This is an optimization exercise on Yosys and OpenROAD, whose aim is small area and a short achievable clock period, not a production implementation. Where RTL was checked, it was by simulation tests only, not by an equivalence proof against the original. Function not checked in run 3: the RTL went through the layout flow alone. No activity file was given, so power comes from the tool's default toggle rates.

[flow/run.sh]
#!/bin/bash
# synth_recipe.tcl (not shown) runs the flow's synth.tcl, then flattens the netlist and writes it again
# the make line also repeats each setting of config.mk as NAME=value (left out here)
make -C /OpenROAD-flow-scripts/flow DESIGN_CONFIG=/design/flow/config.mk WORK_HOME=/design/flow/orfs CLKGATE_MAP_FILE= SYNTH_SCRIPT=/design/flow/synth_recipe.tcl finish
[flow/config.mk]
export PLATFORM = sky130hd
export DESIGN_NAME = altfp_divider_33
export DESIGN_NICKNAME = altfp_divider_33
export VERILOG_FILES = /design/flow/design.v
export SDC_FILE = /design/flow/constraint.sdc
export NUM_CORES = 4
export LEC_CHECK = 0
export CAP_MARGIN = 20
export CORE_MARGIN = 2
export CORE_UTILIZATION = 45
export PLACE_DENSITY = 0.6
export SLEW_MARGIN = 20
[flow/constraint.sdc]
create_clock -name core_clock -period 5.0 [get_ports {clock}]
set_input_delay 1.0000 -clock core_clock [delete_from_list [all_inputs] [get_ports {clock}]]
set_output_delay 1.0000 -clock core_clock [all_outputs]
set_load 0.01 [all_outputs]
[flow/design.v]
module altfp_divider_33 (clk_en, clock, dataa, datab, result);
    input         clk_en;
    input         clock;
    input  [31:0] dataa;
    input  [31:0] datab;
    output [31:0] result;
    localparam NIT = 24;           
    localparam NDLY = 33 - 3 - NIT - 2;
    reg        s1_s;
    reg [7:0]  s1_ea, s1_eb;
    reg [22:0] s1_fa, s1_fb;
    always @(posedge clock) if (clk_en) begin
        s1_s  <= dataa[31] ^ datab[31];
        s1_ea <= dataa[30:23];
        s1_eb <= datab[30:23];
        s1_fa <= dataa[22:0];
        s1_fb <= datab[22:0];
    end
    wire a_zero = (s1_ea == 8'd0);
    wire b_zero = (s1_eb == 8'd0);
    wire a_max  = (s1_ea == 8'hff);
    wire b_max  = (s1_eb == 8'hff);
    wire a_nan  = a_max & (s1_fa != 23'd0);
    wire b_nan  = b_max & (s1_fb != 23'd0);
    wire a_inf  = a_max & ~a_nan;
    wire b_inf  = b_max & ~b_nan;
    wire r_nan  = a_nan | b_nan | (a_zero & b_zero) | (a_inf & b_inf);
    wire r_inf  = ~r_nan & (a_inf | b_zero);
    wire r_zero = ~r_nan & ~r_inf & (a_zero | b_inf);
    wire a_lt_b = (s1_fa < s1_fb);
    wire [9:0] e_hi = {2'b00, s1_ea} - {2'b00, s1_eb} + 10'd127;
    wire [9:0] e_lo = {2'b00, s1_ea} - {2'b00, s1_eb} + 10'd126;
    wire hi_ovf = ~e_hi[9] & (e_hi[8] | (e_hi[7:0] == 8'hff));
    wire hi_unf = e_hi[9] | (e_hi[8:0] == 9'd0);
    wire lo_ovf = ~e_lo[9] & (e_lo[8] | (e_lo[7:0] == 8'hff));
    wire lo_unf = e_lo[9] | (e_lo[8:0] == 9'd0);
    wire ovf = a_lt_b ? lo_ovf : hi_ovf;
    wire unf = a_lt_b ? lo_unf : hi_unf;
    wire [7:0] e_n = a_lt_b ? e_lo[7:0] : e_hi[7:0];
    wire spec = r_nan | r_inf | r_zero;
    wire big  = r_nan | r_inf | (~spec & ovf);
    wire kill = spec | ovf | unf;
    reg        s2_s, s2_lt, s2_kill, s2_nan;
    reg [7:0]  s2_e;
    reg [22:0] s2_fa, s2_fb;
    always @(posedge clock) if (clk_en) begin
        s2_s    <= s1_s;
        s2_lt   <= a_lt_b;
        s2_kill <= kill;
        s2_nan  <= r_nan;
        s2_e    <= big ? 8'hff : (kill ? 8'h00 : e_n);
        s2_fa   <= s1_fa;
        s2_fb   <= s1_fb;
    end
    wire [24:0] dvd = s2_lt ? {1'b1, s2_fa, 1'b0} : {1'b0, 1'b1, s2_fa};
    wire [24:0] r3  = dvd - {1'b0, 1'b1, s2_fb};
    reg        s3_s;
    reg [7:0]  s3_e;
    reg [22:0] s3_fb;
    reg [23:0] s3_r;
    always @(posedge clock) if (clk_en) begin
        s3_s  <= s2_s;
        s3_e  <= s2_e;
        s3_fb <= s2_kill ? 23'd0 : s2_fb;
        s3_r  <= s2_kill ? {1'b0, s2_nan, 22'd0} : r3[23:0];
    end
    wire        it_s  [0:NIT];
    wire [7:0]  it_e  [0:NIT];
    wire [22:0] it_fb [0:NIT];
    wire [23:0] it_r  [0:NIT];
    wire [NIT-1:0] it_q [0:NIT];
    assign it_s[0]  = s3_s;
    assign it_e[0]  = s3_e;
    assign it_fb[0] = s3_fb;
    assign it_r[0]  = s3_r;
    assign it_q[0]  = {NIT{1'b0}};
    genvar k;
    generate
        for (k = 0; k < NIT; k = k + 1) begin : g_it
            wire [25:0] t = {1'b0, it_r[k], 1'b0} - {2'b01, it_fb[k]};
            wire q = ~t[25];
            reg        s;
            reg [7:0]  e;
            reg [22:0] fb;
            reg [23:0] r;
            reg [NIT-1:0] qq;
            always @(posedge clock) if (clk_en) begin
                s  <= it_s[k];
                e  <= it_e[k];
                fb <= it_fb[k];
                r  <= q ? t[23:0] : {it_r[k][22:0], 1'b0};
                qq <= {it_q[k][NIT-2:0], q};
            end
            assign it_s[k+1]  = s;
            assign it_e[k+1]  = e;
            assign it_fb[k+1] = fb;
            assign it_r[k+1]  = r;
            assign it_q[k+1]  = qq;
        end
    endgenerate
    reg        st_s, st_st;
    reg [7:0]  st_e;
    reg [23:0] st_q;
    always @(posedge clock) if (clk_en) begin
        st_s  <= it_s[NIT];
        st_e  <= it_e[NIT];
        st_q  <= it_q[NIT];
        st_st <= |it_r[NIT];
    end
    wire inc = st_q[0] & (st_st | st_q[1]);
    wire [22:0] frac = st_q[23:1] + {22'd0, inc};
    wire [31:0] rd [0:NDLY];
    reg  [31:0] rd0;
    always @(posedge clock) if (clk_en) rd0 <= {st_s, st_e, frac};
    assign rd[0] = rd0;
    generate
        for (k = 0; k < NDLY; k = k + 1) begin : g_dly
            reg [31:0] d;
            always @(posedge clock) if (clk_en) d <= rd[k];
            assign rd[k+1] = d;
        end
    endgenerate
    assign result = rd[NDLY];
endmodule
==> metrics.yaml, run 1 <==
finalCritPeriodShare: 0.823
fillers: 18100
drc: 0
synth_top_family_by_area: "compound AO/OA/AOI/OAI gates"
syn_nets: 8024
chipWidth_um: 466
cp-end-kind: "flop"
relSlewSlack: 0.313
cp.arrival_ns: 4.71
ant_nets: 0
yosys.area_share.simple: 0.0752
io_pins: 98
synth_edf_count: 1992
hold_viol: 0
start_kind: "flop"
cp_max_fo: 8
synthArstFlopShare: 0
totalWireLength_mm: 185
rsz0062_at_grt: "no"
path_class: "flop to flop"
track_usage: 0.170
grt_overflow: 0
clkLatencyLatePin_ns: 0.86
hold_path_class: "flop to flop"
portBuffers: 97
clock_path_buffers: 3
vdd_drop_max_mv: 0.370
cts_setup_buffers: 0
fin_nets: 8317
gp_congestion: 0.868
post_drt_wl_per_cell_um: 17.4
hold_buffers: 0
drive_gt1_frac: 0.0961
via_per_inst: 5.26
synth_seq_cells: 1992
root_buffer: "clkbuf_16"
core_area_mm2: 0.212
required_ns: 5.59
maxClockFrequency_ghz: 0.243
first_iter_violations: 3925
synthDistinctLibCells: 86
drv_slew: 0
grt_pass1_vias: 55400
post-route-util: 0.509
dr.pass1.iters: 6
cts_made_buffers: 214
htreeDepth: 4
fin_crit_ns: 4.12
syn_area_per_cell_um2: 13.1
dieHeight_um: 466
yosysSeqAreaShare: 0.624
synthesis.area_mm2: 0.0959
slowest_delay_ns: 0.45
area_delta_synth_final_pct: 12.6
grt_first_pass_wirelength_mm: 297
powerDensity_mw_per_mm2: 618
netlist_instances: 7344
outcome: "no timing/DRC/antenna violations"
synthFlopType: "edfxtp_1"
initial_core_util: 0.452
num_rows: 169
dp_hpwl_mm: 132
synth_warnings: 1
synthAdderAreaFrac: 0.0822
p_leak_nw: 42.1
finalSetupTns_ns: 0
setup_viol: 0
grt_max_degree: 156
synthMuxAreaShare: 0.0375
routed-via-count: 56000
synth_compound_area_frac: 0.104
tightest_slew_ns: 1.02
cts-resized-gates: 0
cpMaxStageDelayCell: "xor2_1"
cts.sinks: 1992
power.total_mw: 66.7
die_area_mm2: 0.217
clock_skew_ns: 0.0575
clk_pin_slew_ns: 0.06
antenna_found_initial: 8
cts_tree: "done"
synth_xor_area_frac: 0.0433
path_cells: "inv_1, ha_1, fa_1, xor2_1, ha_1, inv_1, a21oi_1, nor2_1, a41o_1, and3_1, o32ai_1, o211a_1, o21ai_1"
drv_cap: 0
## Yosys cell counts (all sizes together) (50+ instances only)
cell type | number | area [um2]
a21o | 169 | 1270
a21oi | 487 | 2440
and3 | 54 | 338
clkbuf | 80 | 300
edfxtp | 1992 | 59800
ha | 588 | 7360
inv | 763 | 2860
mux2 | 296 | 3330
nand2 | 366 | 1370
nand2b | 106 | 663
nand3 | 102 | 510
nor2 | 438 | 1640
nor2b | 129 | 807
nor3 | 90 | 450
o21a | 102 | 766
o21ai | 418 | 2090
o21bai | 50 | 375
xnor2 | 312 | 2730
xor2 | 162 | 1420
## placed cells by master, fill, tap and decap left out, types with 102 or more instances in the layout
master and n:
xnor2_1 312, edfxtp_1 1992, nor2b_1 129, nor2_1 438, nand2_1 366, mux2_2 296
xor2_1 162, nand3_1 102, a21o_1 169, a21oi_1 480, o21a_1 102, inv_1 762
clkbuf_16 214, ha_1 588, o21ai_0 398, nand2b_1 106
## flip-flops by register name, indices dropped and copies added, names as in the netlist, 23 cells and up
name,flops
g_dly.d,128
g_it.e,192
g_it.fb,529
g_it.qq,300
g_it.r,576
g_it.s,24
rd0,32
s1_fa,23
s1_fb,23
s2_fa,23
s2_fb,23
s3_fb,23
s3_r,24
st_q,24
## cell families after synthesis
family                     count (synthesis)
adders and majority gates                614
AOI/OAI and AO/OA                       1590
buffers and inverters                    860
xor gates and xnor gates                 474
muxes                                    322
DFF                                     1992
and+or+nand+nor                         1492
## worst max-delay path, delay by kind of cell (launching register included)
| kind | cells | cell delay [ns] |
|---|---|---|
| flops | 1 | 0.37 |
| buf+inv | 2 | 0.20 |
| compound gates | 5 | 1.58 |
| xor+xnor | 1 | 0.45 |
| simple gates | 2 | 0.26 |
| fa+ha+maj | 3 | 1.00 |
## per-layer routing
metal  track usage  share of wire  vias to the layer above
met5             0       0.000059                        -
met4        0.0572          0.031                        2
met3        0.0268          0.041                      313
met2         0.272           0.46                      985
met1         0.236           0.47                    26900
li1              -              -                    27700
## final cells by class
type	instances	area, um2	area share
inverters	763	2860	0.0265
clock inverters	135	1520	0.0141
clock buffers	257	5520	0.0511
well taps	2821	3530	0.0327
multi-input cells	4492	32900	0.305
repair buffers	174	1780	0.0165
flip-flops and latches	1992	59800	0.554
diodes	2	5.00	0.0000464
## per-stage QoR
step	setup slack, ns	hold WS (ns)	std cells	area (um2)
floorplan	1.33	0.400	7344	95900
global placement	0.942	0.400	10200	101000
detailed placement	0.922	0.405	10200	101000
CTS	0.905	0.361	10600	108000
global route	0.529	0.374	10600	108000
finish	0.883	0.369	10600	108000
## where the power goes
part,switching [mW],internal (mW)
clock,6.58,9.22
sequential,2.07,23.6
combinational,13.7,11.5
total,22.3,44.4
## worst paths after layout
| kind | startpoint | slack, ns | end | cells after the start |
|---|---|---|---|---|
| hold / removal | g_it[8].qq[5]$_DFFE_PP_ | 0.37 | g_it[9].qq[6]$_DFFE_PP_ | 0 |
| setup / recovery | s1_ea[0]$_DFFE_PP_ | 0.88 | s2_e[7]$_SDFFCE_PP1P_ | 13 |
| setup reg to reg | s1_ea[0]$_DFFE_PP_ | 0.88 | s2_e[7]$_SDFFCE_PP1P_ | 13 |
| hold reg to reg | g_it[8].qq[5]$_DFFE_PP_ | 0.37 | g_it[9].qq[6]$_DFFE_PP_ | 0 |
==> run 2: changes to the inputs <==
--- a/flow/config.mk
+++ b/flow/config.mk
@@ -5,8 +5,10 @@
 export SDC_FILE = /design/flow/constraint.sdc
 export NUM_CORES = 4
 export LEC_CHECK = 0
+export ABC_CLOCK_PERIOD_IN_PS = 2500
 export CAP_MARGIN = 20
 export CORE_MARGIN = 2
 export CORE_UTILIZATION = 45
 export PLACE_DENSITY = 0.6
+export SETUP_SLACK_MARGIN = 2.5
 export SLEW_MARGIN = 20
==> run 2 against run 1 <==
Net effect:
- clock-buffer cell count decreased by 1
- core utilization increased by 7.3 points
- die area did not move
- routed wire length is 17% higher
- sequential share of layout area shrank 6.9 points
- clock skew grew 0.0030 ns
- register-to-register slack gained 0.60 ns
- sequential power is 2% higher
- sequential cell count unchanged
- area after synthesis unchanged
- synthesized cell count unchanged
- non-clock buffer count is 677 higher
==> metrics.yaml, run 2 <==
hold_viol: 0  # unchanged
post-route-util: 0.582  # was 0.509
finalCritPeriodShare: 0.704  # was 0.823
grt_pass1_vias: 61100  # was 55400
num_rows: 169  # unchanged
fin_area_mm2: 0.123  # was 0.108 mm2
powerDensity_mw_per_mm2: 673  # was 618 mW/mm2
drv_cap: 0  # unchanged
regMostFlops: "g_it.r"  # unchanged
portBuffers: 97  # unchanged
track_usage: 0.192  # was 0.170
dp.cells: 10200  # about the same
cp.arrival_ns: 4.10  # was 4.71 ns
ant_nets: 0  # unchanged
antenna_found_initial: 2  # was 8
path_class: "flop to flop"  # unchanged
via_per_inst: 5.35  # was 5.26
clock_path_buffers: 3  # unchanged
wl_met3_mm: 7.31  # was 7.53 mm
die_area_mm2: 0.217  # unchanged
grt_overflow: 0  # unchanged
fin_crit_ns: 3.52  # was 4.12 ns
clock_skew_ns: 0.0606  # was 0.0575 ns
first_iter_violations: 3618  # was 3925
hold_path_class: "flop to flop"  # unchanged
synth_top_area_frac: 0.624  # unchanged
start_kind: "flop"  # unchanged
grt_max_degree: 174  # was 156
power.total_mw: 83.0  # was 66.7 mW
chipWidth_um: 466  # unchanged
largest_reg_flops: 576  # unchanged
cp_max_fo: 6  # was 8
placed_cell_area_mm2: 0.103  # was 0.101 mm2
startpoint: "g_it[0].fb[6]$_DFFE_PP_"  # was s1_ea[0]$_DFFE_PP_
clkLatencyLatePin_ns: 0.87  # was 0.86 ns
synthArstFlopShare: 0  # unchanged
synth_warnings: 1  # unchanged
cts_tree: "done"  # unchanged
synthAdderAreaFrac: 0.0822  # unchanged
io_pins: 98  # unchanged
yosysSeqAreaShare: 0.624  # unchanged
whs_ns: 0.390  # was 0.369 ns
hold_buffers: 0  # unchanged
synth_top_cells_by_area: "edfxtp_1 62%, ha_1 7.7%, mux2_2 3.5%, inv_1 3.0%, xnor2_1 2.9%"  # unchanged
synth_compound_area_frac: 0.104  # unchanged
relSlewSlack: 0.204  # was 0.313
p_leak_nw: 48.2  # was 42.1 nW
synthMostInstantiatedCell: "edfxtp_1"  # unchanged
yosys.area_share.simple: 0.0752  # unchanged
synth_top_family_by_area: "compound AO/OA/AOI/OAI gates"  # unchanged
routed.top_layer: "met4"  # was met5
required_ns: 5.58  # was 5.59 ns
synthDistinctLibCells: 86  # unchanged
dieHeight_um: 466  # unchanged
place_ws_ns: 1.02  # was 0.922 ns
drc: 0  # unchanged
fin_cells: 11300  # was 10600
netlist_instances: 7344  # unchanged
grt_first_pass_wirelength_mm: 334  # was 297 mm
r2r_start: "g_it[0].fb[6]$_DFFE_PP_"  # was s1_ea[0]$_DFFE_PP_
maxClockFrequency_ghz: 0.284  # was 0.243 GHz
wl_met2_mm: 109  # was 85.6 mm
core_area_mm2: 0.212  # unchanged
tightest_slew_ns: 1.18  # was 1.02 ns
fin_ws_ns: 1.48  # was 0.883 ns
initial_core_util: 0.452  # unchanged
met1_length_mm: 93.9  # was 86.3 mm
outcome: "no timing/DRC/antenna violations"  # unchanged
final_cell_mix: "1992 x edfxtp_1, 706 x inv_1, 462 x ha_1"  # was 1992 x edfxtp_1, 762 x inv_1, 588 x ha_1
dp_hpwl_mm: 130  # was 132 mm
synth_area_leader_cell: "edfxtp_1"  # unchanged
totalWireLength_mm: 216  # was 185 mm
worstHoldStart: "g_it[7].e[1]$_DFFE_PP_"  # was g_it[8].qq[5]$_DFFE_PP_
post_drt_wl_per_cell_um: 19.1  # was 17.4 um
root_buffer: "clkbuf_16"  # unchanged
routed-via-count: 60600  # was 56000
synthesis.area_mm2: 0.0959  # unchanged
synthFlopType: "edfxtp_1"  # unchanged
setup_viol: 0  # unchanged
cts_made_buffers: 211  # was 214
cp-end-kind: "flop"  # unchanged
rrSetupSlack_ns: 1.48  # was 0.88 ns
dr.pass1.iters: 5  # was 6
fin_nets: 9022  # was 8317
rsz0062_at_grt: "yes"  # was no
syn_area_per_cell_um2: 13.1  # unchanged
drv_slew: 0  # unchanged
synth_xor_area_frac: 0.0433  # unchanged
final_common_cell: "edfxtp_1"  # unchanged
clk_pin_slew_ns: 0.06  # about the same
reg.largest.list: "g_it.r x576, g_it.fb x529, g_it.qq x300"  # unchanged
gp_congestion: 0.857  # was 0.868
area_delta_synth_final_pct: 28.6  # was 12.6%
cts.sinks: 1992  # unchanged
synth_edf_count: 1992  # unchanged
fillers: 16300  # was 18100
finalSetupTns_ns: 0  # unchanged
syn_nets: 8024  # unchanged
vdd_drop_max_mv: 0.449  # was 0.370 mV
synthMuxAreaShare: 0.0375  # unchanged
synth_common_cells: "1992 x edfxtp_1, 762 x inv_1, 588 x ha_1"  # unchanged
synth_seq_cells: 1992  # unchanged
htreeDepth: 4  # unchanged
drive_gt1_frac: 0.300  # was 0.0961
==> run 2: cell counts after synthesis <==
No cell type changed its count.
==> run 2: repair_timing <==
item,in CTS,in global routing
resized for setup,1168,585
setup buffers,430,198
setup endpoints to repair,664,632
pin swaps,311,338
gates cloned,81,10
hold endpoints to repair,0,0
==> run 2: layer usage <==
layer / vias to the layer above / track usage
li1: 29200 / -
met1: 30000 / 0.248
met2: 1087 / 0.335
met3: 377 / 0.0268
met4: 0 / 0.0569
met5: - / 0
==> run 2: layout make-up <==
cell class	count	area [um2]	share of cell area
diodes	3	7.51	0.0000609
clock buffers	256	5470	0.0444
clock inverters	130	1300	0.0105
inverters	763	2940	0.0238
multi-input cells	4518	40900	0.331
flip-flops and latches	1992	59800	0.485
well taps	2821	3530	0.0286
repair buffers	851	9310	0.0755
repair inverters	5	81.3	0.000660
==> run 2: report_power, final <==
group	internal, mW	switching, mW	total [mW]
sequential	23.6	2.51	26.1
combinational	21.2	20.5	41.6
clock	8.69	6.56	15.2
total	53.5	29.5	83.0
==> run 2: cell families (layout without fill, tap and decap cells) <==
logic type,after synthesis,count (layout)
buffers and inverters,860,2005
other,0,3
xor gates and xnor gates,474,474
AOI/OAI and AO/OA,1590,1614
and+or+nand+nor,1492,1494
adders and majority gates,614,614
muxes,322,322
DFF,1992,1992
==> run 2: worst paths after layout <==
kind | endpoint | cells past startpoint
max | g_it[1].r[22]$_DFFE_PP_ | 14
min | g_it[8].e[1]$_DFFE_PP_ | 0
max reg2reg | g_it[1].r[22]$_DFFE_PP_ | 14
min reg2reg | g_it[8].e[1]$_DFFE_PP_ | 0
==> run 2: worst max-delay path, cell delays in order (launching register included) <==
cell       delay [ns]
edfxtp_1         0.40
inv_1            0.06
ha_1             0.25
nor4_1           0.48
a211oi_2         0.17
o21ai_2          0.16
buf_6            0.14
o31ai_4          0.07
a41o_1           0.24
o31a_1           0.27
o31a_1           0.29
buf_6            0.13
buf_6            0.13
clkbuf_16        0.17
mux2_2           0.27
==> run 3: changes to the inputs <==
--- a/flow/design.v
+++ b/flow/design.v
@@ -25,44 +25,38 @@
     wire a_inf  = a_max & ~a_nan;
     wire b_inf  = b_max & ~b_nan;
     wire r_nan  = a_nan | b_nan | (a_zero & b_zero) | (a_inf & b_inf);
-    wire r_inf  = ~r_nan & (a_inf | b_zero);
-    wire r_zero = ~r_nan & ~r_inf & (a_zero | b_inf);
+    wire r_big  = r_nan | a_inf | b_zero;           
+    wire r_spec = r_big | a_zero | b_inf;           
     wire a_lt_b = (s1_fa < s1_fb);
-    wire [9:0] e_hi = {2'b00, s1_ea} - {2'b00, s1_eb} + 10'd127;
-    wire [9:0] e_lo = {2'b00, s1_ea} - {2'b00, s1_eb} + 10'd126;
-    wire hi_ovf = ~e_hi[9] & (e_hi[8] | (e_hi[7:0] == 8'hff));
-    wire hi_unf = e_hi[9] | (e_hi[8:0] == 9'd0);
-    wire lo_ovf = ~e_lo[9] & (e_lo[8] | (e_lo[7:0] == 8'hff));
-    wire lo_unf = e_lo[9] | (e_lo[8:0] == 9'd0);
-    wire ovf = a_lt_b ? lo_ovf : hi_ovf;
-    wire unf = a_lt_b ? lo_unf : hi_unf;
-    wire [7:0] e_n = a_lt_b ? e_lo[7:0] : e_hi[7:0];
-    wire spec = r_nan | r_inf | r_zero;
-    wire big  = r_nan | r_inf | (~spec & ovf);
-    wire kill = spec | ovf | unf;
-    reg        s2_s, s2_lt, s2_kill, s2_nan;
-    reg [7:0]  s2_e;
-    reg [22:0] s2_fa, s2_fb;
+    reg        s2_s, s2_lt, s2_nan, s2_big, s2_spec;
+    reg [9:0]  s2_e;
+    reg [24:0] s2_dvd;
+    reg [22:0] s2_fb;
     always @(posedge clock) if (clk_en) begin
         s2_s    <= s1_s;
         s2_lt   <= a_lt_b;
-        s2_kill <= kill;
         s2_nan  <= r_nan;
-        s2_e    <= big ? 8'hff : (kill ? 8'h00 : e_n);
-        s2_fa   <= s1_fa;
+        s2_big  <= r_big;
+        s2_spec <= r_spec;
+        s2_e    <= {2'b00, s1_ea} - {2'b00, s1_eb} + 10'd127;
+        s2_dvd  <= a_lt_b ? {1'b1, s1_fa, 1'b0} : {1'b0, 1'b1, s1_fa};
         s2_fb   <= s1_fb;
     end
-    wire [24:0] dvd = s2_lt ? {1'b1, s2_fa, 1'b0} : {1'b0, 1'b1, s2_fa};
-    wire [24:0] r3  = dvd - {1'b0, 1'b1, s2_fb};
+    wire [9:0]  e_n  = s2_e - {9'd0, s2_lt};
+    wire ovf  = ~e_n[9] & (e_n[8] | (e_n[7:0] == 8'hff));
+    wire unf  = e_n[9] | (e_n[8:0] == 9'd0);
+    wire big  = s2_big | (~s2_spec & ovf);
+    wire kill = s2_spec | ovf | unf;
+    wire [24:0] r3 = s2_dvd - {1'b0, 1'b1, s2_fb};
     reg        s3_s;
     reg [7:0]  s3_e;
     reg [22:0] s3_fb;
     reg [23:0] s3_r;
     always @(posedge clock) if (clk_en) begin
         s3_s  <= s2_s;
-        s3_e  <= s2_e;
-        s3_fb <= s2_kill ? 23'd0 : s2_fb;
-        s3_r  <= s2_kill ? {1'b0, s2_nan, 22'd0} : r3[23:0];
+        s3_e  <= big ? 8'hff : (kill ? 8'h00 : e_n[7:0]);
+        s3_fb <= kill ? 23'd0 : s2_fb;
+        s3_r  <= kill ? {1'b0, s2_nan, 22'd0} : r3[23:0];
     end
     wire        it_s  [0:NIT];
     wire [7:0]  it_e  [0:NIT];
==> run 3 against run 2 <==
Net effect:
- sequential power is essentially flat
- global-route usage grew 0.28 points
- register-to-register slack gained 0.21 ns
- first-iteration DRC count grew 12%
- clock-buffer cell count shrank 2
- area after synthesis grew 2.4%
- core utilization is essentially flat
- largest cell class unchanged
- worst hold slack gained 0.020 ns
- final cell count grew 3.5%
==> metrics.yaml, run 3 <==
grt_first_pass_wirelength_mm: 347  # was 334 mm
synthAdderAreaFrac: 0.0798  # was 0.0822
grt_overflow: 0  # unchanged
multi_input_area_mm2: 0.0430  # was 0.0409 mm2
final_cell_mix: "1996 x edfxtp_1, 734 x inv_1, 428 x ha_1"  # was 1992 x edfxtp_1, 706 x inv_1, 462 x ha_1
synth_area_leader_cell: "edfxtp_1"  # unchanged
htreeDepth: 4  # unchanged
root_buffer: "clkbuf_16"  # unchanged
synthDistinctLibCells: 98  # was 86
cp-end-kind: "flop"  # unchanged
yosys.area_share.simple: 0.0793  # was 0.0752
whs_ns: 0.410  # was 0.390 ns
combinationalPowerShare: 0.491  # was 0.501
synth_xor_area_frac: 0.0415  # was 0.0433
netlist_instances: 7751  # was 7344
required_ns: 5.58  # about the same
io_pins: 98  # unchanged
fin_cells: 11700  # was 11300
switchingPower_mw: 29.5  # about the same
grt_max_degree: 130  # was 174
dp.cells: 10600  # was 10200
totalWireLength_mm: 224  # was 216 mm
dieHeight_um: 471  # was 466 um
syn_nets: 8428  # was 8024
synthArstFlopShare: 0  # unchanged
hold_path_class: "flop to flop"  # unchanged
die_area_mm2: 0.222  # was 0.217 mm2
synth_warnings: 1  # unchanged
power.total_mw: 83.4  # was 83.0 mW
dp_hpwl_mm: 139  # was 130 mm
first_iter_violations: 4063  # was 3618
cts_made_buffers: 212  # was 211
cp.arrival_ns: 3.90  # was 4.10 ns
synthMostInstantiatedCell: "edfxtp_1"  # unchanged
cts_tree: "done"  # unchanged
pwr-share-seq: 0.316  # was 0.315
via_per_inst: 5.42  # was 5.35
relSlewSlack: 0.270  # was 0.204
final_common_cell: "edfxtp_1"  # unchanged
clock_path_buffers: 3  # unchanged
swShare: 0.354  # was 0.356
drv_cap: 0  # unchanged
ant_nets: 0  # unchanged
area_delta_synth_final_pct: 28.6  # about the same
synth_top_cells_by_area: "edfxtp_1 61%, ha_1 7.5%, a21oi_1 3.4%, inv_1 3.1%, xnor2_1 2.4%"  # was edfxtp_1 62%, ha_1 7.7%, mux2_2 3.5%, inv_1 3.0%, xnor2_1 2.9%
synth_common_cells: "1996 x edfxtp_1, 800 x inv_1, 659 x a21oi_1"  # was 1992 x edfxtp_1, 762 x inv_1, 588 x ha_1
seq_area_mm2: 0.0599  # was 0.0598 mm2
chipWidth_um: 471  # was 466 um
hold_viol: 0  # unchanged
path_class: "flop to flop"  # unchanged
finalSetupTns_ns: 0  # unchanged
synth_top_family_by_area: "compound AO/OA/AOI/OAI gates"  # unchanged
post-route-util: 0.582  # about the same
clk_pin_slew_ns: 0.07  # was 0.06 ns
outcome: "no timing/DRC/antenna violations"  # unchanged
yosysSeqAreaShare: 0.610  # was 0.624
synth_edf_count: 1996  # was 1992
fin_crit_ns: 3.31  # was 3.52 ns
drv_slew: 0  # unchanged
synthMuxAreaShare: 0.0306  # was 0.0375
maxClockFrequency_ghz: 0.302  # was 0.284 GHz
antenna_found_initial: 2  # unchanged
start_kind: "flop"  # unchanged
cp_max_fo: 6  # unchanged
synth_top_area_frac: 0.610  # was 0.624
track_usage: 0.195  # was 0.192
p_int_mw: 53.9  # was 53.5 mW
largest_reg_flops: 576  # unchanged
post_drt_wl_per_cell_um: 19.1  # about the same
gp_congestion: 0.863  # was 0.857
fillers: 17000  # was 16300
num_rows: 171  # was 169
p_leak_nw: 49.2  # was 48.2 nW
regMostFlops: "g_it.r"  # unchanged
powerDensity_mw_per_mm2: 661  # was 673 mW/mm2
fin_nets: 9370  # was 9022
clkPwrFrac: 0.193  # was 0.184
rsz0062_at_grt: "yes"  # unchanged
drc: 0  # unchanged
routed-via-count: 63600  # was 60600
cts.sinks: 1996  # was 1992
drive_gt1_frac: 0.290  # was 0.300
initial_core_util: 0.453  # was 0.452
tightest_slew_ns: 1.09  # was 1.18 ns
portBuffers: 97  # unchanged
syn_area_per_cell_um2: 12.7  # was 13.1 um2
reg.largest.list: "g_it.r x576, g_it.fb x529, g_it.qq x300"  # unchanged
core_area_mm2: 0.217  # was 0.212 mm2
hold_buffers: 0  # unchanged
grt_pass1_vias: 63500  # was 61100
synthFlopType: "edfxtp_1"  # unchanged
finalCritPeriodShare: 0.663  # was 0.704
synthesis.area_mm2: 0.0982  # was 0.0959 mm2
setup_viol: 0  # unchanged
dr.pass1.iters: 5  # unchanged
synth_compound_area_frac: 0.121  # was 0.104
synth_seq_cells: 1996  # was 1992
clock_skew_ns: 0.0323  # was 0.0606 ns
clkLatencyLatePin_ns: 0.83  # was 0.87 ns
vdd_drop_max_mv: 0.353  # was 0.449 mV
run 3: kinds of logic after synthesis:
family / after synthesis
flops: 1996
xor+xnor: 465
mux: 264
simple gates: 1607
compound gates: 1860
fa+ha+maj: 611
buf+inv: 948
run 3: what timing repair did:
| action | 4_1_cts | 5_1_grt |
|---|---|---|
| setup buffers | 452 | 173 |
| pin swaps | 324 | 273 |
| gates resized for setup | 1284 | 611 |
| cloned | 79 | 4 |
| setup endpoints to repair | 716 | 688 |
| endpoints found under the hold margin | 0 | 0 |
run 3: path summary, 6_finish.rpt:
kind                                     from                       to  slack [ns]  cells past startpoint
setup / recovery  g_it[12].r[0]$_SDFFCE_PP0P_  g_it[13].r[5]$_DFFE_PP_        1.69                     14
hold / removal        g_it[3].qq[3]$_DFFE_PP_  g_it[4].qq[4]$_DFFE_PP_        0.41                      0
setup reg to reg  g_it[12].r[0]$_SDFFCE_PP0P_  g_it[13].r[5]$_DFFE_PP_        1.69                     14
hold reg to reg       g_it[3].qq[3]$_DFFE_PP_  g_it[4].qq[4]$_DFFE_PP_        0.41                      0
run 3: area by class of cell:
| type | instances | area share |
|---|---|---|
| well taps | 2854 | 0.0283 |
| multi-input cells | 4837 | 0.341 |
| diodes | 1 | 0.0000198 |
| repair buffers | 837 | 0.0737 |
| repair inverters | 6 | 0.000942 |
| flip-flops and latches | 1996 | 0.475 |
| clock inverters | 145 | 0.0134 |
| inverters | 803 | 0.0243 |
| clock buffers | 254 | 0.0436 |
run 3: per-layer routing:
layer	track usage	wire, um	vias up
met4	0.0629	6340	2
met1	0.250	95500	31200
li1	-	-	30600
met2	0.339	114000	1296
met3	0.0281	8640	400
met5	0	13	-
run 3: critical path, stage by stage, from the launching register on:
cell	delay (ns)
edfxtp_1	0.40
ha_1	0.29
nor2b_4	0.13
o31a_1	0.32
nor3_4	0.19
o211ai_1	0.10
buf_4	0.17
a221oi_4	0.25
o31a_1	0.24
nor3b_4	0.07
o31ai_4	0.18
buf_6	0.15
buf_12	0.12
buf_12	0.14
mux2_4	0.30
run 3: power groups by stage:
stage	combinational [mW]	clock, mW	sequential (mW)
after floorplan	22.5	0	25.0
after global placement	26.4	0	26.2
after detailed placement	26.9	0	26.2
after CTS	37.1	16.6	26.2
after global routing	44.1	17.2	26.7
final	41.0	16.1	26.3
run 3: stage by stage:
step                      worst slack (ns)  area, um2
after floorplan                       1.90     101000
after global placement                1.20     105000
after detailed placement              1.15     105000
after CTS                             1.70     122000
after global routing                  1.55     126000
final                                 1.69     126000
==> run 4: changes to the inputs <==
--- a/flow/design.v
+++ b/flow/design.v
@@ -5,7 +5,7 @@
     input  [31:0] datab;
     output [31:0] result;
     localparam NIT = 24;           
-    localparam NDLY = 33 - 3 - NIT - 2;
+    localparam NDLY = 33 - 4 - NIT - 2;
     reg        s1_s;
     reg [7:0]  s1_ea, s1_eb;
     reg [22:0] s1_fa, s1_fb;
@@ -30,7 +30,7 @@
     wire a_lt_b = (s1_fa < s1_fb);
     reg        s2_s, s2_lt, s2_nan, s2_big, s2_spec;
     reg [9:0]  s2_e;
-    reg [24:0] s2_dvd;
+    reg [22:0] s2_fa;
     reg [22:0] s2_fb;
     always @(posedge clock) if (clk_en) begin
         s2_s    <= s1_s;
@@ -39,7 +39,7 @@
         s2_big  <= r_big;
         s2_spec <= r_spec;
         s2_e    <= {2'b00, s1_ea} - {2'b00, s1_eb} + 10'd127;
-        s2_dvd  <= a_lt_b ? {1'b1, s1_fa, 1'b0} : {1'b0, 1'b1, s1_fa};
+        s2_fa   <= s1_fa;
         s2_fb   <= s1_fb;
     end
     wire [9:0]  e_n  = s2_e - {9'd0, s2_lt};
@@ -47,20 +47,32 @@
     wire unf  = e_n[9] | (e_n[8:0] == 9'd0);
     wire big  = s2_big | (~s2_spec & ovf);
     wire kill = s2_spec | ovf | unf;
-    wire [24:0] r3 = s2_dvd - {1'b0, 1'b1, s2_fb};
+    reg        s2b_s, s2b_kill, s2b_nan;
+    reg [7:0]  s2b_e;
+    reg [24:0] s2b_dvd;
+    reg [22:0] s2b_fb;
+    always @(posedge clock) if (clk_en) begin
+        s2b_s    <= s2_s;
+        s2b_kill <= kill;
+        s2b_nan  <= s2_nan;
+        s2b_e    <= big ? 8'hff : (kill ? 8'h00 : e_n[7:0]);
+        s2b_dvd  <= s2_lt ? {1'b1, s2_fa, 1'b0} : {1'b0, 1'b1, s2_fa};
+        s2b_fb   <= s2_fb;
+    end
+    wire [24:0] r3 = s2b_dvd - {1'b0, 1'b1, s2b_fb};
     reg        s3_s;
     reg [7:0]  s3_e;
-    reg [22:0] s3_fb;
+    reg [22:0] s3_fb;       
     reg [23:0] s3_r;
     always @(posedge clock) if (clk_en) begin
-        s3_s  <= s2_s;
-        s3_e  <= big ? 8'hff : (kill ? 8'h00 : e_n[7:0]);
-        s3_fb <= kill ? 23'd0 : s2_fb;
-        s3_r  <= kill ? {1'b0, s2_nan, 22'd0} : r3[23:0];
+        s3_s  <= s2b_s;
+        s3_e  <= s2b_e;
+        s3_fb <= s2b_kill ? {23{1'b1}} : ~s2b_fb;
+        s3_r  <= s2b_kill ? {1'b0, s2b_nan, 22'd0} : r3[23:0];
     end
     wire        it_s  [0:NIT];
     wire [7:0]  it_e  [0:NIT];
-    wire [22:0] it_fb [0:NIT];
+    wire [22:0] it_fb [0:NIT];      
     wire [23:0] it_r  [0:NIT];
     wire [NIT-1:0] it_q [0:NIT];
     assign it_s[0]  = s3_s;
@@ -71,7 +83,7 @@
     genvar k;
     generate
         for (k = 0; k < NIT; k = k + 1) begin : g_it
-            wire [25:0] t = {1'b0, it_r[k], 1'b0} - {2'b01, it_fb[k]};
+            wire [25:0] t = {1'b0, it_r[k], 1'b0} + {3'b110, it_fb[k]} + 26'd1;
             wire q = ~t[25];
             reg        s;
             reg [7:0]  e;
==> flow/config.mk (replaced) <==
export PLATFORM = sky130hd
export DESIGN_NAME = altfp_divider_33
export DESIGN_NICKNAME = altfp_divider_33
export VERILOG_FILES = /design/flow/design.v
export SDC_FILE = /design/flow/constraint.sdc
export NUM_CORES = 4
export LEC_CHECK = 0
export CAP_MARGIN = 20
export CORE_MARGIN = 2
export CORE_UTILIZATION = 60
export PLACE_DENSITY = 0.7
export SETUP_SLACK_MARGIN = 1.5
export SLEW_MARGIN = 20
==> run 4 against run 3 <==
Net effect:
- clock skew increased by 0.018 ns
- synthesized cell count decreased by 9.0%
- still clean
- sequential share of layout area increased by 8.9 points
==> metrics.yaml, run 4 <==
outcome: "no timing/DRC/antenna violations"  # unchanged
fillers: 11200  # was 17000
met3_usage: 0.0306  # was 0.0281
rrSetupSlack_ns: 1.58  # was 1.69 ns
cp.arrival_ns: 3.98  # was 3.90 ns
busiest_layer: "met2"  # unchanged
vdd_drop_max_mv: 0.469  # was 0.353 mV
fin_crit_ns: 3.42  # was 3.31 ns
cts.sinks: 2021  # was 1996
relSlewSlack: 0.341  # was 0.270
drive_gt1_frac: 0.111  # was 0.290
yosysSeqAreaShare: 0.630  # was 0.610
ant_nets: 0  # unchanged
htreeDepth: 4  # unchanged
synth_top_cells_by_area: "edfxtp_1 63%, ha_1 7.6%, mux2_2 2.9%, xnor2_1 2.7%, a21oi_1 2.7%"  # was edfxtp_1 61%, ha_1 7.5%, a21oi_1 3.4%, inv_1 3.1%, xnor2_1 2.4%
slowest_delay_ns: 0.44  # was 0.40 ns
hold_path_class: "flop to flop"  # unchanged
post_drt_wl_per_cell_um: 20.2  # was 19.1 um
synth_top_area_frac: 0.630  # was 0.610
cts_made_buffers: 204  # was 212
initial_core_util: 0.606  # was 0.453
drc: 0  # unchanged
endpoint: "g_it[8].r[16]$_DFFE_PP_"  # was g_it[13].r[5]$_DFFE_PP_
seq_area_mm2: 0.0607  # was 0.0599 mm2
place_ws_ns: 1.19  # was 1.15 ns
path_delay_family: "compound AO/OA/AOI/OAI gates"  # unchanged
synth_seq_cells: 2021  # was 1996
root_buffer: "clkbuf_16"  # unchanged
regMostFlops: "g_it.r"  # unchanged
path_depth: 10  # was 14
clock_path_buffers: 3  # unchanged
cp_max_fo: 12  # was 6
multi_input_area_mm2: 0.0345  # was 0.0430 mm2
hold_viol: 0  # unchanged
drv_slew: 0  # unchanged
maxClockFrequency_ghz: 0.292  # was 0.302 GHz
totalWireLength_mm: 194  # was 224 mm
final_cell_mix: "2021 x edfxtp_1, 584 x ha_1, 515 x a21oi_1"  # was 1996 x edfxtp_1, 734 x inv_1, 428 x ha_1
p_leak_nw: 40.4  # was 49.2 nW
drv_cap: 0  # unchanged
critPathBufInv: 1  # was 4
synth_edf_count: 2021  # was 1996
clk_pin_slew_ns: 0.06  # was 0.07 ns
startpoint: "g_it[7].r[5]$_DFFE_PP_"  # was g_it[12].r[0]$_SDFFCE_PP0P_
routed-via-count: 57100  # was 63600
area_delta_synth_final_pct: 11.9  # was 28.6%
hold_buffers: 0  # unchanged
final_common_cell: "edfxtp_1"  # unchanged
grt_util_met1: 0.318  # was 0.250
finalSetupTns_ns: 0  # unchanged
path_cells: "ha_1, a2111oi_0, o21ai_0, a41oi_2, o21a_1, o311ai_1, a21o_1, a21oi_4, buf_12, mux2_2"  # was ha_1, nor2b_4, o31a_1, nor3_4, o211ai_1, buf_4, a221oi_4, o31a_1, nor3b_4, o31ai_4, buf_6, buf_12, buf_12, mux2_4
grt_pass1_vias: 55800  # was 63500
reg.largest.list: "g_it.r x576, g_it.fb x529, g_it.qq x300"  # unchanged
setup_viol: 0  # unchanged
tightest_slew_ns: 0.988  # was 1.09 ns
rsz0062_at_grt: "yes"  # unchanged
clkLatencyLatePin_ns: 0.84  # was 0.83 ns
dr.pass1.iters: 6  # was 5
grt_use_met2: 0.391  # was 0.339
gp_congestion: 0.922  # was 0.863
syn_area_per_cell_um2: 13.7  # was 12.7 um2
post-route-util: 0.678  # was 0.582
num_rows: 146  # was 171
cpMaxStageDelayCell: "a2111oi_0"  # was edfxtp_1
reg2reg_depth: 10  # was 14
powerDensity_mw_per_mm2: 620  # was 661 mW/mm2
synth_warnings: 1  # unchanged
r2r_start: "g_it[7].r[5]$_DFFE_PP_"  # was g_it[12].r[0]$_SDFFCE_PP0P_
grt_overflow: 0  # unchanged
synthArstFlopShare: 0  # unchanged
synthDistinctLibCells: 104  # was 98
die_area_mm2: 0.164  # was 0.222 mm2
netlist_instances: 7051  # was 7751
synth_area_leader_cell: "edfxtp_1"  # unchanged
fin_nets: 8041  # was 9370
antenna_found_initial: 2  # unchanged
fin_ws_ns: 1.58  # was 1.69 ns
chipWidth_um: 405  # was 471 um
cp-end-kind: "flop"  # unchanged
io_pins: 98  # unchanged
dieHeight_um: 405  # was 471 um
portBuffers: 97  # unchanged
required_ns: 5.56  # was 5.58 ns
reg2reg_to: "g_it[8].r[16]$_DFFE_PP_"  # was g_it[13].r[5]$_DFFE_PP_
dp_hpwl_mm: 134  # was 139 mm
track_usage: 0.234  # was 0.195
diodes: 0  # was 1
first_iter_violations: 4362  # was 4063
via_per_inst: 5.95  # was 5.42
clock_skew_ns: 0.0503  # was 0.0323 ns
synthesis.area_mm2: 0.0963  # was 0.0982 mm2
synth_common_cells: "2021 x edfxtp_1, 585 x ha_1, 523 x a21oi_1"  # was 1996 x edfxtp_1, 800 x inv_1, 659 x a21oi_1
grt_max_degree: 126  # was 130
finalCritPeriodShare: 0.685  # was 0.663
whs_ns: 0.377  # was 0.410 ns
synthMostInstantiatedCell: "edfxtp_1"  # unchanged
syn_nets: 7728  # was 8428
grt_first_pass_wirelength_mm: 303  # was 347 mm
core_area_mm2: 0.159  # was 0.217 mm2
path_class: "flop to flop"  # unchanged
cts_tree: "done"  # unchanged
synthFlopType: "edfxtp_1"  # unchanged
start_kind: "flop"  # unchanged
largest_reg_flops: 576  # unchanged
run 4: stage by stage:
| step | power [mW] | area (um2) | instances |
|---|---|---|---|
| detailed placement | 50.5 | 100000 | 9175 |
| global route | 70.9 | 108000 | 9596 |
| finish | 66.7 | 108000 | 9596 |
| CTS | 66.3 | 107000 | 9568 |
| global placement | 49.9 | 100000 | 9175 |
| floorplan | 44.6 | 96300 | 7051 |
run 4: where the power goes:
part,leakage [nW],switching (mW),internal [mW]
combinational,17.5,14.1,11.8
clock,3.17,6.39,8.51
sequential,19.7,2.31,23.7
run 4: cells by family after synthesis:
kind of cell               share of synthesized area
DFF                                            0.630
AOI/OAI and AO/OA                              0.115
and+or+nand+nor                               0.0745
adders and majority gates                     0.0814
xor gates and xnor gates                      0.0450
buffers and inverters                         0.0178
muxes                                         0.0357
run 4: what timing repair did:
item | CTS | global route
endpoints found under the setup margin | 292 | 346
endpoints found under the hold margin | 0 | 0
pin swaps | 10 | 24
cloned | 7 | 7
resized for setup | 29 | 69
setup buffers | 20 | 21
run 4: layout make-up:
cell class	instances	share of cell area
clock buffers	236	0.0487
clock inverters	130	0.0122
inverters	274	0.00955
multi-input cells	4643	0.321
flip-flops and latches	2021	0.564
well taps	2072	0.0241
repair buffers	220	0.0213
run 4: worst register-to-register path, cell delays in order, from the launching register on:
cell       delay, ns
edfxtp_1        0.41
ha_1            0.35
a2111oi_0       0.44
o21ai_0         0.28
a41oi_2         0.29
o21a_1          0.26
o311ai_1        0.11
a21o_1          0.32
a21oi_4         0.19
buf_12          0.16
mux2_2          0.35
run 4: worst min-delay path by stage:
stage	start	endpoint	slack, ns	depth (start not counted)
5_1_grt	st_e[1]$_DFFE_PP_	rd0[24]$_DFFE_PP_	0.39	0
2_1_floorplan	rd0[0]$_DFFE_PP_	g_dly[0].d[0]$_DFFE_PP_	0.40	0
4_1_cts	g_it[21].e[2]$_DFFE_PP_	g_it[22].e[2]$_DFFE_PP_	0.37	0
3_5_place_dp	rd0[28]$_DFFE_PP_	g_dly[0].d[28]$_DFFE_PP_	0.40	0
6_report	g_it[21].e[2]$_DFFE_PP_	g_it[22].e[2]$_DFFE_PP_	0.38	0
3_3_place_gp	g_it[22].qq[3]$_DFFE_PP_	g_it[23].qq[4]$_DFFE_PP_	0.40	0
run 4: metal layers:
metal | up-vias | share of wire
li1 | 27600 | -
met1 | 27900 | 0.44
met2 | 1310 | 0.49
met3 | 329 | 0.043
met4 | 0 | 0.030
met5 | - | 0

==> port drivers added, routing unchanged <==
In the flow no input, the clock included, has a driving cell. The finished layouts below were timed again as built, in two steps.
Step 1 assumes that a clkbuf_16 drives the clock port and a buf_2 every other input.
Step 2 moves the port delays by t, midway between the first and last clock arrival at a register: inputs arrive t later, outputs are due t later. That takes back most of the time a late clock gives input paths.
a / b / c = ideal / step 1 / step 2; a / b = the first two.
| run | t, ns | slack for setup (ns) | latest minus earliest clock arrival (ns) | worst data-port slew with drivers (ns) | pins driven straight from the clock port |
|---|---|---|---|---|---|
| run 1 | 0.912 | 0.883 / 0.883 / 0.883 | 0.063 / 0.062 | 0.08 | 1 |
| run 2 | 0.935 | 1.480 / 1.480 / 1.480 | 0.062 / 0.062 | 0.08 | 1 |
| run 3 | 0.907 | 1.686 / 1.686 / 1.686 | 0.036 / 0.037 | 0.08 | 1 |
| run 4 | 0.897 | 1.577 / 1.577 / 1.577 | 0.052 / 0.052 | 0.08 | 1 |
After both steps setup and hold are still met in every run listed.
